This design comes from an exercise in tuning for small area on the open sky130 flow, not from production work. Where RTL was checked, it was by simulation tests only, not by an equivalence proof against the original. Power figures rest on the tool's default switching activity, not on a simulated workload. The flow treats the clock pin as an ideal source, which a real chip does not have.

==> inputs of run X <==
==> flow/design.v (excerpt) <==
module TopModule(
input axis_clk,
input axis_resetn,
input i_datavalid,
input [7:0] idata,
output s_axis_ready,
output o_datavalid,
output [7:0] odata,
input m_axis_ready,  
output intr
    );
==> module MulAcc, before the edit <==
module MulAcc
               (input [7:0] c,  
               input [7:0] l,   
               input [7:0] r,   
               input [7:0] t,   
               input [7:0] b,   
               output [7:0] pixel_odata);
wire w1 = c[0] ^ c[2];
wire w2 = c[0] & c[2];
wire w3 = c[1] ^ c[3];
wire w4 = c[1] & c[3];
wire w5 = c[2] ^ c[4];
wire w6 = c[2] & c[4];
wire w7 = c[3] ^ c[5];
wire w8 = c[3] & c[5];
wire w9 = c[4] ^ c[6];
wire w10 = c[4] & c[6];
wire w11 = c[5] ^ c[7];
wire w12 = c[5] & c[7];
wire w13 = c[0] ^ ~l[0];
wire w14 = c[0] & ~l[0];
wire w15 = c[1] ^ ~l[1] ^ ~r[1];
wire w16 = (c[1] & ~l[1]) | (~r[1] & (c[1] ^ ~l[1]));
wire w17 = ~l[2] ^ ~r[2] ^ ~t[2];
wire w18 = (~l[2] & ~r[2]) | (~t[2] & (~l[2] ^ ~r[2]));
wire w19 = ~b[2] ^ 1'b1;
wire w20 = ~b[2] & 1'b1;
wire w21 = ~l[3] ^ ~r[3] ^ ~t[3];
wire w22 = (~l[3] & ~r[3]) | (~t[3] & (~l[3] ^ ~r[3]));
wire w23 = ~b[3] ^ w2 ^ w3;
wire w24 = (~b[3] & w2) | (w3 & (~b[3] ^ w2));
wire w25 = ~l[4] ^ ~r[4] ^ ~t[4];
wire w26 = (~l[4] & ~r[4]) | (~t[4] & (~l[4] ^ ~r[4]));
wire w27 = ~b[4] ^ w4 ^ w5;
wire w28 = (~b[4] & w4) | (w5 & (~b[4] ^ w4));
wire w29 = ~l[5] ^ ~r[5] ^ ~t[5];
wire w30 = (~l[5] & ~r[5]) | (~t[5] & (~l[5] ^ ~r[5]));
wire w31 = ~b[5] ^ w6 ^ w7;
wire w32 = (~b[5] & w6) | (w7 & (~b[5] ^ w6));
wire w33 = ~l[6] ^ ~r[6] ^ ~t[6];
wire w34 = (~l[6] & ~r[6]) | (~t[6] & (~l[6] ^ ~r[6]));
wire w35 = ~b[6] ^ w8 ^ w9;
wire w36 = (~b[6] & w8) | (w9 & (~b[6] ^ w8));
wire w37 = ~l[7] ^ ~r[7] ^ ~t[7];
wire w38 = (~l[7] & ~r[7]) | (~t[7] & (~l[7] ^ ~r[7]));
wire w39 = ~b[7] ^ w10 ^ w11;
wire w40 = (~b[7] & w10) | (w11 & (~b[7] ^ w10));
wire w41 = ~r[0] ^ ~t[0];
wire w42 = ~r[0] & ~t[0];
wire w43 = ~t[1] ^ ~b[1] ^ w14;
wire w44 = (~t[1] & ~b[1]) | (w14 & (~t[1] ^ ~b[1]));
wire w45 = w1 ^ w16 ^ w17;
wire w46 = (w1 & w16) | (w17 & (w1 ^ w16));
wire w47 = w18 ^ w20 ^ w21;
wire w48 = (w18 & w20) | (w21 & (w18 ^ w20));
wire w49 = w22 ^ w24 ^ w25;
wire w50 = (w22 & w24) | (w25 & (w22 ^ w24));
wire w51 = w26 ^ w28 ^ w29;
wire w52 = (w26 & w28) | (w29 & (w26 ^ w28));
wire w53 = w30 ^ w32 ^ w33;
wire w54 = (w30 & w32) | (w33 & (w30 ^ w32));
wire w55 = w34 ^ w36 ^ w37;
wire w56 = (w34 & w36) | (w37 & (w34 ^ w36));
wire w57 = c[6] ^ w12 ^ w38;
wire w58 = (c[6] & w12) | (w38 & (c[6] ^ w12));
wire w59 = ~b[0] ^ w13;
wire w60 = ~b[0] & w13;
wire w61 = w15 ^ w42 ^ w43;
wire w62 = (w15 & w42) | (w43 & (w15 ^ w42));
wire w63 = w19 ^ w44 ^ w45;
wire w64 = (w19 & w44) | (w45 & (w19 ^ w44));
wire w65 = w23 ^ w46 ^ w47;
wire w66 = (w23 & w46) | (w47 & (w23 ^ w46));
wire w67 = w27 ^ w48 ^ w49;
wire w68 = (w27 & w48) | (w49 & (w27 ^ w48));
wire w69 = w31 ^ w50 ^ w51;
wire w70 = (w31 & w50) | (w51 & (w31 ^ w50));
wire w71 = w35 ^ w52 ^ w53;
wire w72 = (w35 & w52) | (w53 & (w35 ^ w52));
wire w73 = w39 ^ w54 ^ w55;
wire w74 = (w39 & w54) | (w55 & (w39 ^ w54));
wire w75 = w40 ^ w56 ^ w57;
wire w76 = (w40 & w56) | (w57 & (w40 ^ w56));
wire w77 = c[7] ^ w58;
wire w78 = c[7] & w58;
wire w79 = w41 ^ w59;
wire w80 = w41 & w59;
wire w81 = w60 ^ w61 ^ w80;
wire w82 = (w60 & w61) | (w80 & (w60 ^ w61));
wire w83 = w62 ^ w63 ^ w82;
wire w84 = (w62 & w63) | (w82 & (w62 ^ w63));
wire w85 = w64 ^ w65 ^ w84;
wire w86 = (w64 & w65) | (w84 & (w64 ^ w65));
wire w87 = w66 ^ w67 ^ w86;
wire w88 = (w66 & w67) | (w86 & (w66 ^ w67));
wire w89 = w68 ^ w69 ^ w88;
wire w90 = (w68 & w69) | (w88 & (w68 ^ w69));
wire w91 = w70 ^ w71 ^ w90;
wire w92 = (w70 & w71) | (w90 & (w70 ^ w71));
wire w93 = w72 ^ w73 ^ w92;
wire w94 = (w72 & w73) | (w92 & (w72 ^ w73));
wire w95 = w74 ^ w75 ^ w94;
wire w96 = (w74 & w75) | (w94 & (w74 ^ w75));
wire w97 = w76 ^ w77 ^ w96;
wire w98 = (w76 & w77) | (w96 & (w76 ^ w77));
wire w99 = 1'b1 ^ w78 ^ w98;
wire w100 = (1'b1 & w78) | (w98 & (1'b1 ^ w78));
wire w101 = 1'b1 ^ w100;
wire w102 = 1'b1 & w100;
wire [7:0] s = {w93, w91, w89, w87, w85, w83, w81, w79};
wire neg = w101;
wire [7:0] below;
assign below[0] = 1'b0;
genvar i;
generate for (i = 1; i < 8; i = i + 1) begin : g_neg
  assign below[i] = below[i-1] | s[i-1];
end endgenerate
assign pixel_odata = s ^ ({8{neg}} & below);
endmodule
Settings: LEC_CHECK=0, CAP_MARGIN=20, CORE_MARGIN=2, CORE_UTILIZATION=45, PLACE_DENSITY=0.6, SLEW_MARGIN=20; clock period 10.0 ns.
standard.sh (not shown) runs the stock make flow with config.mk's settings and CLKGATE_MAP_FILE= SYNTH_SCRIPT=/design/flow/synth_recipe.tcl, a recipe that flattens the netlist after the stock synthesis.
==> flow/flow/run.sh <==
#!/bin/bash
# Standard ORFS layout; only the clock tree options differ (no dummy loads,
# larger sink clusters driven by clkbuf_16).
set -euo pipefail
export CTS_ARGS="-sink_clustering_enable -repair_clock_nets -sink_clustering_size 30 -sink_clustering_max_diameter 100 -dont_use_dummy_load -buf_list sky130_fd_sc_hd__clkbuf_16"
export BUFFER_PORTS_ARGS="-buffer_cell sky130_fd_sc_hd__buf_1"
bash standard.sh > standard.log 2>&1
==> run Y: changes against run X <==
==> flow/design.v (replaced) <==
`timescale 1ns / 1ps
module LineBuffer
               #(parameter LINE_W = 64)  
               (input clk,
               input [7:0] input_data,
               input shift,
               output [7:0] tap1,           
               output [7:0] tap_r,          
               output [7:0] tap_c,          
               output [7:0] tap_l,          
               output [7:0] tap_w,          
               output [7:0] tap_t);         
localparam N = 2*LINE_W;
reg [8*N-1:0] chain;
always @(posedge clk)
  if (shift)
    chain <= {chain[8*N-9:0], input_data};
assign tap1  = chain[8*1-1 -: 8];
assign tap_r = chain[8*(LINE_W-1)-1 -: 8];
assign tap_c = chain[8*LINE_W-1 -: 8];
assign tap_l = chain[8*(LINE_W+1)-1 -: 8];
assign tap_w = chain[8*(N-1)-1 -: 8];
assign tap_t = chain[8*N-1 -: 8];
endmodule
`timescale 1ns / 1ps
module MulAcc
               (input [7:0] c,  
               input [7:0] l,   
               input [7:0] r,   
               input [7:0] t,   
               input [7:0] b,   
               output [7:0] pixel_odata);
wire [10:0] pos = {1'b0, c, 2'b00} + {3'b000, c};
wire [9:0]  neg = ({2'b00, l} + {2'b00, r}) + ({2'b00, t} + {2'b00, b});
wire        sgn = pos < {1'b0, neg};
wire [7:0]  low = pos[7:0] + ~neg[7:0] + {7'd0, ~sgn};
assign pixel_odata = low ^ {8{sgn}};
endmodule
`timescale 1ns / 1ps
module CntrLogic
                #(parameter LINE_W = 64)
                ( input clk,
                input reset,  
                input is_valid_input,
                output col_first,  
                output col_last,   
                output rows_ok     
);
localparam AW = $clog2(LINE_W);
reg [AW-1:0] col;
reg [1:0] rows;
assign col_first = (col == 0);
assign col_last  = (col == LINE_W-1);
assign rows_ok   = rows[1];
always @(posedge clk) begin
  if (reset) begin
    col <= 0;
    rows <= 0;
  end else if (is_valid_input) begin
    col <= col + 1'b1;
    if (col_last && !rows[1])
      rows <= rows + 1'b1;
  end
end
endmodule
`timescale 1ns / 1ps
module TopModule(
input axis_clk,
input axis_resetn,
input i_datavalid,
input [7:0] idata,
output s_axis_ready,
output o_datavalid,
output [7:0] odata,
input m_axis_ready,  
output intr
    );
localparam LINE_W = 64;
wire reset = !axis_resetn;
wire col_first, col_last, rows_ok;
wire [7:0] tap1, tap_r, tap_c, tap_l, tap_w, tap_t;
wire [7:0] result;
reg [7:0] odata_r;
reg       ovalid_r;
reg [7:0] last_px;   
reg       last_due;  
assign s_axis_ready = 1'b1;
assign o_datavalid = ovalid_r;
assign odata = odata_r;
assign intr = last_due;
CntrLogic #(.LINE_W(LINE_W)) ctrl (
  .clk(axis_clk), .reset(reset), .is_valid_input(i_datavalid),
  .col_first(col_first), .col_last(col_last), .rows_ok(rows_ok));
LineBuffer #(.LINE_W(LINE_W)) lines (
  .clk(axis_clk), .input_data(idata), .shift(i_datavalid),
  .tap1(tap1), .tap_r(tap_r), .tap_c(tap_c), .tap_l(tap_l),
  .tap_w(tap_w), .tap_t(tap_t));
MulAcc mac (
  .c(tap_c),
  .l(col_first ? tap1 : tap_l),
  .r(col_last ? tap_w : tap_r),
  .t(tap_t),
  .b(idata),
  .pixel_odata(result));
wire take = i_datavalid & rows_ok;
always @(posedge axis_clk) begin
  if (reset) begin
    ovalid_r <= 1'b0;
    last_due <= 1'b0;
  end else begin
    ovalid_r <= last_due | (take & !col_first);
    last_due <= take & col_last;
  end
end
always @(posedge axis_clk) begin
  if (take & col_first)
    last_px <= result;
  if (last_due)
    odata_r <= last_px;
  else
    odata_r <= result;
end
endmodule
--- a/flow/flow/run.sh
+++ b/flow/flow/run.sh
@@ -4,4 +4,3 @@
 set -euo pipefail
 export CTS_ARGS="-sink_clustering_enable -repair_clock_nets -sink_clustering_size 30 -sink_clustering_max_diameter 100 -dont_use_dummy_load -buf_list sky130_fd_sc_hd__clkbuf_16"
-export BUFFER_PORTS_ARGS="-buffer_cell sky130_fd_sc_hd__buf_1"
 bash standard.sh > standard.log 2>&1
- CORE_UTILIZATION: 45 -> 60
- PLACE_DENSITY: 0.6 -> 0.75
==> run M: changes against run X <==
==> flow/design.v (replaced) <==
`timescale 1ns / 1ps
module LineBuffer
               #(parameter LINE_W = 64)  
               (input clk,
               input [7:0] input_data,
               input shift,
               output [7:0] tap1,           
               output [7:0] tap_r,          
               output [7:0] tap_c,          
               output [7:0] tap_l,          
               output [7:0] tap_w,          
               output [7:0] tap_t);         
localparam N = 2*LINE_W;
reg [8*N-1:0] chain;
always @(posedge clk)
  if (shift)
    chain <= {chain[8*N-9:0], input_data};
assign tap1  = chain[8*1-1 -: 8];
assign tap_r = chain[8*(LINE_W-1)-1 -: 8];
assign tap_c = chain[8*LINE_W-1 -: 8];
assign tap_l = chain[8*(LINE_W+1)-1 -: 8];
assign tap_w = chain[8*(N-1)-1 -: 8];
assign tap_t = chain[8*N-1 -: 8];
endmodule
`timescale 1ns / 1ps
module MulAcc
               (input [7:0] c,  
               input [7:0] l,   
               input [7:0] r,   
               input [7:0] t,   
               input [7:0] b,   
               output [7:0] pixel_odata);
wire [10:0] pos = {1'b0, c, 2'b00} + {3'b000, c};
wire [9:0]  neg = ({2'b00, l} + {2'b00, r}) + ({2'b00, t} + {2'b00, b});
wire        sgn = pos < {1'b0, neg};
wire [7:0]  low = pos[7:0] + ~neg[7:0] + {7'd0, ~sgn};
assign pixel_odata = low ^ {8{sgn}};
endmodule
`timescale 1ns / 1ps
module CntrLogic
                #(parameter LINE_W = 64)
                ( input clk,
                input reset,  
                input is_valid_input,
                output col_first,  
                output col_last,   
                output rows_ok     
);
localparam AW = $clog2(LINE_W);
reg [AW-1:0] col;
reg [1:0] rows;
assign col_first = (col == 0);
assign col_last  = (col == LINE_W-1);
assign rows_ok   = rows[1];
always @(posedge clk) begin
  if (reset) begin
    col <= 0;
    rows <= 0;
  end else if (is_valid_input) begin
    col <= col + 1'b1;
    if (col_last && !rows[1])
      rows <= rows + 1'b1;
  end
end
endmodule
`timescale 1ns / 1ps
module TopModule(
input axis_clk,
input axis_resetn,
input i_datavalid,
input [7:0] idata,
output s_axis_ready,
output o_datavalid,
output [7:0] odata,
input m_axis_ready,  
output intr
    );
localparam LINE_W = 64;
wire reset = !axis_resetn;
wire col_first, col_last, rows_ok;
wire [7:0] tap1, tap_r, tap_c, tap_l, tap_w, tap_t;
wire [7:0] result;
reg [7:0] odata_r;
reg       ovalid_r;
reg [7:0] last_px;   
reg       last_due;  
assign s_axis_ready = 1'b1;
assign o_datavalid = ovalid_r;
assign odata = odata_r;
assign intr = last_due;
CntrLogic #(.LINE_W(LINE_W)) ctrl (
  .clk(axis_clk), .reset(reset), .is_valid_input(i_datavalid),
  .col_first(col_first), .col_last(col_last), .rows_ok(rows_ok));
LineBuffer #(.LINE_W(LINE_W)) lines (
  .clk(axis_clk), .input_data(idata), .shift(i_datavalid),
  .tap1(tap1), .tap_r(tap_r), .tap_c(tap_c), .tap_l(tap_l),
  .tap_w(tap_w), .tap_t(tap_t));
MulAcc mac (
  .c(tap_c),
  .l(col_first ? tap1 : tap_l),
  .r(col_last ? tap_w : tap_r),
  .t(tap_t),
  .b(idata),
  .pixel_odata(result));
wire take = i_datavalid & rows_ok;
always @(posedge axis_clk) begin
  if (reset) begin
    ovalid_r <= 1'b0;
    last_due <= 1'b0;
  end else begin
    ovalid_r <= last_due | (take & !col_first);
    last_due <= take & col_last;
  end
end
always @(posedge axis_clk) begin
  if (take & col_first)
    last_px <= result;
  if (last_due)
    odata_r <= last_px;
  else
    odata_r <= result;
end
endmodule
--- a/flow/flow/run.sh
+++ b/flow/flow/run.sh
@@ -4,4 +4,3 @@
 set -euo pipefail
 export CTS_ARGS="-sink_clustering_enable -repair_clock_nets -sink_clustering_size 30 -sink_clustering_max_diameter 100 -dont_use_dummy_load -buf_list sky130_fd_sc_hd__clkbuf_16"
-export BUFFER_PORTS_ARGS="-buffer_cell sky130_fd_sc_hd__buf_1"
 bash standard.sh > standard.log 2>&1
==> run P: changes against run X <==
==> flow/flow/run.sh (replaced) <==
#!/bin/bash
# Standard ORFS layout; only the clock tree options differ (no dummy loads,
# larger sink clusters driven by clkbuf_16).
set -euo pipefail
export CTS_ARGS="-sink_clustering_enable -repair_clock_nets -sink_clustering_size 34 -sink_clustering_max_diameter 100 -dont_use_dummy_load -buf_list sky130_fd_sc_hd__clkbuf_16"
export BUFFER_PORTS_ARGS=""
bash standard.sh > standard.log 2>&1
==> metrics.md <==
| Metric | Value |
|---|---|
| Multi-input combinational area share | `4.46%` |
| Inserted Clock Buffers | `41` |
| Worst Setup Slack, final | `3.62 ns` |
| Compound-gate portion of the synthesized area | `0.317%` |
| Critical path's slowest cell | `and2_1` |
| Dpl ws | `3.25 ns` |
| Status | `complete, no violations` |
| Worst hold path endpoint | `lines.chain[42]` |
| Final wirelength | `37.9 mm` |
| Achievable frequency | `157 MHz` |
| Signal buf overhead | `0.605%` |
| Combinational power | `0.000628 W` |
| Clock-cell share of area | `2.89%` |
| Top-area cell type share of the netlist area | `93.5%` |
| Worst R2R Setup Slack | `3.62 ns` |
(the above is from run X)
==> metrics.md <==
| Metric | Value |
|---|---|
| Achievable frequency | `143 MHz` |
| Compound-gate portion of the synthesized area | `1.35%` |
| Status | `complete, no violations` |
| Worst Setup Slack, final | `3.00 ns` |
| Final wirelength | `39.0 mm` |
| Signal buf overhead | `0.925%` |
| Dpl ws | `2.49 ns` |
| Largest family of logic cells by synthesized area | `adder cells` |
| Worst R2R Setup Slack | `3.07 ns` |
| Clock-cell share of area | `2.78%` |
| Multi-input combinational area share | `5.59%` |
| Critical path's slowest cell | `clkdlybuf4s50_1` |
| Worst hold path endpoint | `lines.chain[877]` |
| Inserted Clock Buffers | `40` |
(the above is from run M)
==> metrics.md <==
| Metric | Value |
|---|---|
| Status | `complete, no violations` |
| Multi-input combinational area share | `5.63%` |
| Signal buf overhead | `1.00%` |
| Top-area cell type share of the netlist area | `92.6%` |
| Sequential Power Share | `66.5%` |
| Final wirelength | `39.6 mm` |
| Worst Setup Slack, final | `2.53 ns` |
| Most flops, register | `lines.chain` |
| Clk buf depth | `3` |
| Worst R2R Setup Slack | `2.53 ns` |
| Clock-cell share of area | `2.80%` |
| Achievable frequency | `134 MHz` |
| Dpl ws | `1.98 ns` |
| Worst hold path endpoint | `lines.chain[492]` |
| Seq_cells | `1050` |
| Combinational power | `0.000779 W` |
| CP startpoint | `ctrl.col[0]` |
| Simple-Gate Fraction of Synth Area | `1.17%` |
| Compound-gate portion of the synthesized area | `1.35%` |
| GPL Wtd Cong | `0.744` |
(the above is from run Y)
==> metrics.md <==
| Metric | Value |
|---|---|
| Compound-gate portion of the synthesized area | `0.317%` |
| Die height | `275 um` |
| Min Hold Slack | `0.354 ns` |
| Status | `complete, no violations` |
| Signal buf overhead | `0.880%` |
| Top-area cell type share of the netlist area | `93.5%` |
| Combinational power | `0.000645 W` |
| Initial antenna violation count | `1` |
| Inserted Clock Buffers | `37` |
| Worst hold path endpoint | `lines.chain[195]` |
| Final wirelength | `38.4 mm` |
| Critical path's slowest cell | `fa_1` |
| Routed length on met3 | `1.49 mm` |
| Clock-cell share of area | `2.60%` |
| Worst R2R Setup Slack | `3.75 ns` |
| Die width | `275 um` |
| Worst Setup Slack, final | `3.55 ns` |
| Dpl ws | `2.91 ns` |
| Met1 wire length | `21.1 mm` |
| Achievable frequency | `155 MHz` |
(the above is from run P)
For run Y and run M, only the layout was checked, not whether the RTL still works.

## static timing again, ports no longer ideal
Ports are ideal in the flow. The routed layouts listed here were re-timed in OpenROAD. Step 1 assumes that a clkbuf_16 drives the clock port and a buf_2 every other input. Step 2 times the ports against the registers' clock, not the clock port: input delays grow and output delays shrink by t, the midpoint of the rising clock arrivals with the driver on. a / b / c = ideal / step 1 / step 2; a / b = the first two.
| run | t (ns) | setup WS [ns] | worst setup path at the end | pins driven straight from the clock port |
|---|---|---|---|---|
| run X | 0.627 | 3.619 / 3.619 / 3.235 | input to register | 1 |
| run Y | 0.636 | 2.534 / 2.534 / 1.926 | input to register | 1 |
| run M | 0.641 | 3.002 / 3.017 / 2.376 | input to register | 1 |
| run P | 0.637 | 3.546 / 3.544 / 2.906 | input to register | 1 |
After both steps every run listed still meets setup and hold. The setup slack of run P, which loses most, moves by -0.002 ns with the drivers and by -0.640 ns with both steps.
